This is an optimization exercise on Yosys and OpenROAD, whose aim is small area and a short achievable clock period, not a production implementation. RTL that was checked went through simulation tests only; none was proved equivalent to the original. Power is estimated from default activity; no workload was simulated.

Design processor_top, start of the top module:
module processor_top (
    input wire clk,
    input wire resetn,
    input wire [15:0] instruction_input,
    input wire mem_write,
    output wire [15:0] PC_out
);
    integer i;
    function [14:0] encode(input [15:0] ins);
        reg [2:0] cls;
        reg [3:0] sub;
        begin
            case (ins[15:12])
                4'b0101: cls = 3'b000;
                4'b0001: cls = 3'b001;
                4'b0010: cls = 3'b010;
                4'b0011: cls = 3'b011;
                4'b1001: cls = 3'b100;
                4'b1101: cls = 3'b101;
                4'b1111: cls = 3'b110;
                default: cls = 3'b111;
            endcase
            case (ins[15:12])
                4'b0000:
                    case (ins[7:4])
                        4'b0101: sub = 4'b0000;
                        4'b1001: sub = 4'b0001;
                        4'b0001: sub = 4'b0010;
                        4'b0011: sub = 4'b0100;
                        4'b1101: sub = 4'b0101;
                        4'b1011: sub = 4'b1110;
                        default: sub = 4'b0011;
                    endcase
                4'b1000:
                    case (ins[7:4])
                        4'b0000: sub = 4'b0111;
                        4'b0001: sub = 4'b1000;
                        default: sub = 4'b0110;
                    endcase
                4'b0100:
                    case (ins[7:4])
                        4'b0000: sub = 4'b1001;
                        4'b0100: sub = 4'b1010;
                        4'b1000: sub = 4'b1011;
                        4'b1100: sub = 4'b1100;
                        default: sub = 4'b1110;
                    endcase
                4'b1100: sub = 4'b1101;
                default: sub = 4'b1110;
            endcase
            encode = {cls, ins[11:8], (cls == 3'b111) ? sub : ins[7:4], ins[3:0]};
        end
    endfunction
    reg st_e, st_w;                  
    wire st_f = ~st_e & ~st_w;
    always @(posedge clk or negedge resetn) begin
        if (!resetn) begin
            st_e <= 1'b0;
            st_w <= 1'b0;
        end else begin
            st_e <= st_f;
            st_w <= st_e;
        end
    end
    reg  [15:0] pc;
    wire [15:0] pc_next;
    always @(posedge clk or negedge resetn) begin
  ...
For scale: about 3400 cells after synthesis, ~1300 flip-flops, roughly 35 I/O pins, about 53000 um2 of cells after synthesis.
==> flow/config.mk <==
export PLATFORM = sky130hd
export DESIGN_NAME = processor_top
export DESIGN_NICKNAME = processor_top
export VERILOG_FILES = /design/flow/design.v
export SDC_FILE = /design/flow/constraint.sdc
export NUM_CORES = 4
export LEC_CHECK = 0
export CAP_MARGIN = 10
export CORE_MARGIN = 2
export CORE_UTILIZATION = 55
export SLEW_MARGIN = 10
==> flow/constraint.sdc <==
create_clock -name core_clock -period 15.0 [get_ports {clk}]
set_input_delay 3.0000 -clock core_clock [delete_from_list [all_inputs] [get_ports {clk}]]
set_output_delay 3.0000 -clock core_clock [all_outputs]
set_load 0.01 [all_outputs]
standard.sh (not shown) runs the stock make flow with config.mk's settings and CLKGATE_MAP_FILE= SYNTH_SCRIPT=/design/flow/synth_recipe.tcl, a recipe that flattens the netlist after the stock synthesis.
==> flow/flow/run.sh <==
#!/bin/bash
# The standard layout (the standard.sh: ORFS synthesis through finish), with timing repair
# asked to keep more setup slack than the clock period needs, so that it also shortens the paths
# that already meet the clock, and clock tree synthesis with larger sink clusters and without
# dummy loads. The clock, constraints and everything else are the standard flow's.
set -euo pipefail
bash standard.sh SETUP_SLACK_MARGIN=10.75 \
  "CTS_ARGS=-sink_clustering_enable -repair_clock_nets -dont_use_dummy_load -sink_clustering_size 36 -sink_clustering_max_diameter 65" \
  finish > make_finish.log 2>&1
Rerun with:
Settings changed: CAP_MARGIN 10 to 20, CORE_UTILIZATION 55 to 60, PLACE_DENSITY set to 0.66, SLEW_MARGIN 10 to 20.
What happened: The changed run produced a clean layout; wire length shrinks by a few percent; design area goes down slightly; sequential share of layout area climbs by 0.47 points; sequential power hardly moves; fmax drops slightly; register-to-register slack degrades by 0.09 ns; worst setup slack loses 0.017 ns.
Rerun with:
Settings changed: CAP_MARGIN 20 to 5, CORE_UTILIZATION 60 to 55, PLACE_DENSITY 0.66 to unset, SLEW_MARGIN 20 to 5.
Outcome: Critical path depth shrinks by 7. Worst hold slack is about the same. Clock skew is about the same. Register-to-register slack improves by 0.09 ns. Via count is lower slightly. Total power grows slightly. Final area rises slightly. Wire length came out higher by a few percent. Global-route usage came out lower by 1.8 points. Count of clock-buffer cells in the layout is higher by 6.


the baseline:
processor_top again, from the RTL that the note above started with.
Settings: LEC_CHECK=0, CAP_MARGIN=10, CORE_MARGIN=2, CORE_UTILIZATION=55, SLEW_MARGIN=10; clock period 15.0 ns.
==> flow/flow/run.sh <==
#!/bin/bash
# The standard layout (the standard.sh: ORFS synthesis through finish), with timing repair
# asked to keep more setup slack than the clock period needs, so that it also shortens the paths
# that already meet the clock, repair free to resize cells to any footprint, and clock tree
# synthesis with larger sink clusters and without dummy loads. The clock, constraints and
# everything else are the standard flow's.
set -euo pipefail
bash standard.sh SETUP_SLACK_MARGIN=10.75 MATCH_CELL_FOOTPRINT=0 \
  "CTS_ARGS=-sink_clustering_enable -repair_clock_nets -dont_use_dummy_load -sink_clustering_size 36 -sink_clustering_max_diameter 65" \
  finish > make_finish.log 2>&1
Setup changes, the baseline to the candidate
- changing CORE_UTILIZATION from 55 to 65
- setting PLACE_DENSITY to 0.72 for the first time
==> flow/flow/run.sh <==
#!/bin/bash
# The standard layout (the standard.sh: ORFS synthesis through finish), with timing repair
# asked to keep more setup slack than the clock period needs, so that it also shortens the paths
# that already meet the clock, and clock tree synthesis with larger sink clusters and without
# dummy loads. The clock, constraints and everything else are the standard flow's.
set -euo pipefail
bash standard.sh SETUP_SLACK_MARGIN=10.75 \
  "CTS_ARGS=-sink_clustering_enable -repair_clock_nets -dont_use_dummy_load -sink_clustering_size 36 -sink_clustering_max_diameter 65" \
  finish > make_finish.log 2>&1
--- outcome ---
Per the final summary, the candidate finished and its layout is clean on timing, DRC and antenna.
Comparing the candidate and the baseline, the lower met3 track demand over resource was measured on the baseline.
Compared to the baseline, the candidate leaves less free space in the core.
The proportion of total power due to net switching on the baseline is in line with that on the candidate.
The candidate gives less number of non-filler instances in the completed layout than the baseline did.
Global-route usage, the candidate and the baseline: larger value in the candidate
Adder-cell share of the synthesized area: the baseline vs the candidate, no meaningful difference
Global-route wire length before repair of the candidate falls short of that of the baseline slightly.
Compared with the baseline, the candidate shows a lower count of nets after finishing.
The candidate vs the baseline — tap cell count dropped 206.
The baseline reports its first element of the critical path as instruction_input[12] while the candidate reports pc[4]$_DFFE_PN0P_.
Compared with the baseline, in the candidate routed wire length went down by 2.3%; fmax level.


Another version of the RTL of processor_top (not shown whole).
Size in the first run: ~3400 cells after synthesis, ~1400 flip-flops, about 35 I/O pins.
export LEC_CHECK = 0
export CAP_MARGIN = 20
export CORE_MARGIN = 2
export CORE_UTILIZATION = 58
export PLACE_DENSITY = 0.64
export SLEW_MARGIN = 20
create_clock -name core_clock -period 15.0 [get_ports {clk}]
==> flow/flow/run.sh <==
#!/bin/bash
# The standard layout (the standard.sh: ORFS synthesis through finish), with timing repair
# asked to keep more setup slack than the clock period needs, so that it also shortens the paths
# that already meet the clock, and clock tree synthesis with larger sink clusters and without
# dummy loads. The clock, constraints and everything else are the standard flow's.
set -euo pipefail
bash standard.sh SETUP_SLACK_MARGIN=10.75 \
  "CTS_ARGS=-sink_clustering_enable -repair_clock_nets -dont_use_dummy_load -sink_clustering_size 36 -sink_clustering_max_diameter 65" \
  finish > make_finish.log 2>&1
The starting point finished with timing, DRC and antenna clean.
==> next run, changes <==
--- a/flow/flow/run.sh
+++ b/flow/flow/run.sh
@@ -7 +7 @@
-bash standard.sh SETUP_SLACK_MARGIN=10.75 \
+bash standard.sh SETUP_SLACK_MARGIN=11 \
CORE_UTILIZATION = 60   (was 58)
PLACE_DENSITY = 0.66   (was 0.64)
Clock-buffer cell count falls by 2; utilization rises by 2.6 points; fmax rises by about 3.2%.
==> next run, changes <==
--- a/flow/flow/run.sh
+++ b/flow/flow/run.sh
@@ -7 +7 @@
-bash standard.sh SETUP_SLACK_MARGIN=11 \
+bash standard.sh SETUP_SLACK_MARGIN=10.75 \
The changed run went through all stages and came out clean.
Worst setup slack loses 0.018 ns.
Sequential power hardly moves.
Routed wire length fell by 1.4%.
==> next run, changes <==
--- a/flow/flow/run.sh
+++ b/flow/flow/run.sh
@@ -8 +8 @@
-  "CTS_ARGS=-sink_clustering_enable -repair_clock_nets -dont_use_dummy_load -sink_clustering_size 36 -sink_clustering_max_diameter 65" \
+  "CTS_ARGS=-sink_clustering_enable -repair_clock_nets -dont_use_dummy_load -sink_clustering_size 32 -sink_clustering_max_diameter 60" \
CORE_UTILIZATION = 65   (was 60)
PLACE_DENSITY = 0.72   (was 0.66)
Wire length went down by 2.1%.
Cell count came out lower by 2.0%.
Synthesized cell count does not change.
Worst setup slack got worse by 0.070 ns.
Worst hold slack loses 0.010 ns.
Register-to-register slack gets worse by 0.07 ns.
Maximum frequency went down by 1.6%.


Another version of the RTL of processor_top (not shown whole).
For scale: about 3500 cells after synthesis, ~35 I/O pins, roughly 53000 sq um of cells after synthesis.
// processor_top
module processor_top (
    input wire clk,
    input wire resetn,
    input wire [15:0] instruction_input,
    input wire mem_write,
    output wire [15:0] PC_out
);
Settings: LEC_CHECK=0, CAP_MARGIN=10, CORE_MARGIN=2, CORE_UTILIZATION=65, PLACE_DENSITY=0.72, SLEW_MARGIN=10; clock period 15.0 ns.
==> flow/flow/run.sh <==
#!/bin/bash
# The standard layout (the standard.sh: ORFS synthesis through finish), with timing repair
# asked to keep more setup slack than the clock period needs, so that it also shortens the paths
# that already meet the clock, and clock tree synthesis with larger sink clusters and without
# dummy loads. The clock, constraints and everything else are the standard flow's.
set -euo pipefail
bash standard.sh SETUP_SLACK_MARGIN=10.75 \
  "CTS_ARGS=-sink_clustering_enable -repair_clock_nets -dont_use_dummy_load -sink_clustering_size 32 -sink_clustering_max_diameter 55" \
  finish > make_finish.log 2>&1
Then changed:
==> flow/flow/run.sh (replaced) <==
#!/bin/bash
# The standard layout (the standard.sh: ORFS synthesis through finish), with timing repair
# asked to keep more setup slack than the clock period needs, so that it also shortens the paths
# that already meet the clock, repair free to resize cells to any footprint, and clock tree
# synthesis with larger sink clusters and without dummy loads. The clock, constraints and
# everything else are the standard flow's.
set -euo pipefail
bash standard.sh SETUP_SLACK_MARGIN=10.75 MATCH_CELL_FOOTPRINT=0 \
  "CTS_ARGS=-sink_clustering_enable -repair_clock_nets -dont_use_dummy_load -sink_clustering_size 36 -sink_clustering_max_diameter 65" \
  finish > make_finish.log 2>&1
- CORE_UTILIZATION: 65 -> 55
- PLACE_DENSITY: 0.72 -> not set
The new run completed without violations.
Area after synthesis does not change.
Non-clock buffer count is higher by 11.
Total power is lower by about 2%.
Worst setup slack is worse by 0.011 ns.
Wire length is higher by about 5.6%.
Count of clock-buffer cells in the layout is lower by 18.
Cell count is higher by about 4%.
Function was not checked in any run of this note: the RTL went through the layout flow alone.

-- separate check: timing with driven ports --
No port has a modelled driver above. Below, the same layouts with a new extraction and two added sets of constraints. Step 1 (the two cells are an assumption about what drives the block):
set clk [get_ports {clk}]
set_driving_cell -lib_cell sky130_fd_sc_hd__clkbuf_16 $clk
set_driving_cell -lib_cell sky130_fd_sc_hd__buf_2 [delete_from_list [all_inputs] $clk]
Step 2 times the ports against the registers' clock, not the clock port: input delays grow and output delays shrink by t, the midpoint of the rising clock arrivals with the driver on. a / b / c = ideal ports / drivers / drivers and shift; a / b = the first two.
| run | t (ns) | setup WS [ns] | worst data-port slew with drivers (ns) | cell pins on the clock port's net |
|---|---|---|---|---|
| the first run of note 1 | 0.721 | 10.717 / 10.644 / 10.163 | 0.17 | 1 |
| the second run of note 1 | 0.691 | 10.700 / 10.666 / 10.007 | 0.14 | 1 |
| the third run of note 1 | 0.721 | 10.717 / 10.644 / 10.163 | 0.17 | 1 |
| the baseline | 0.722 | 10.712 / 10.616 / 9.894 | 0.18 | 1 |
| the candidate | 0.739 | 10.716 / 10.647 / 10.104 | 0.16 | 1 |
| the first run of note 3 | 0.710 | 10.632 / 10.565 / 10.141 | 0.14 | 1 |
| the second run of note 3 | 0.695 | 10.768 / 10.702 / 10.325 | 0.08 | 1 |
| the third run of note 3 | 0.707 | 10.750 / 10.682 / 10.107 | 0.07 | 1 |
| the fourth run of note 3 | 0.711 | 10.680 / 10.660 / 10.018 | 0.13 | 1 |
| the first run of note 4 | 0.734 | 10.710 / 10.649 / 9.930 | 0.17 | 1 |
| the second run of note 4 | 0.735 | 10.699 / 10.635 / 10.117 | 0.21 | 1 |
After both steps setup and hold are still met in every run listed. For the baseline, which loses most, drivers alone change the setup slack by -0.096 ns; drivers and shift together by -0.818 ns.
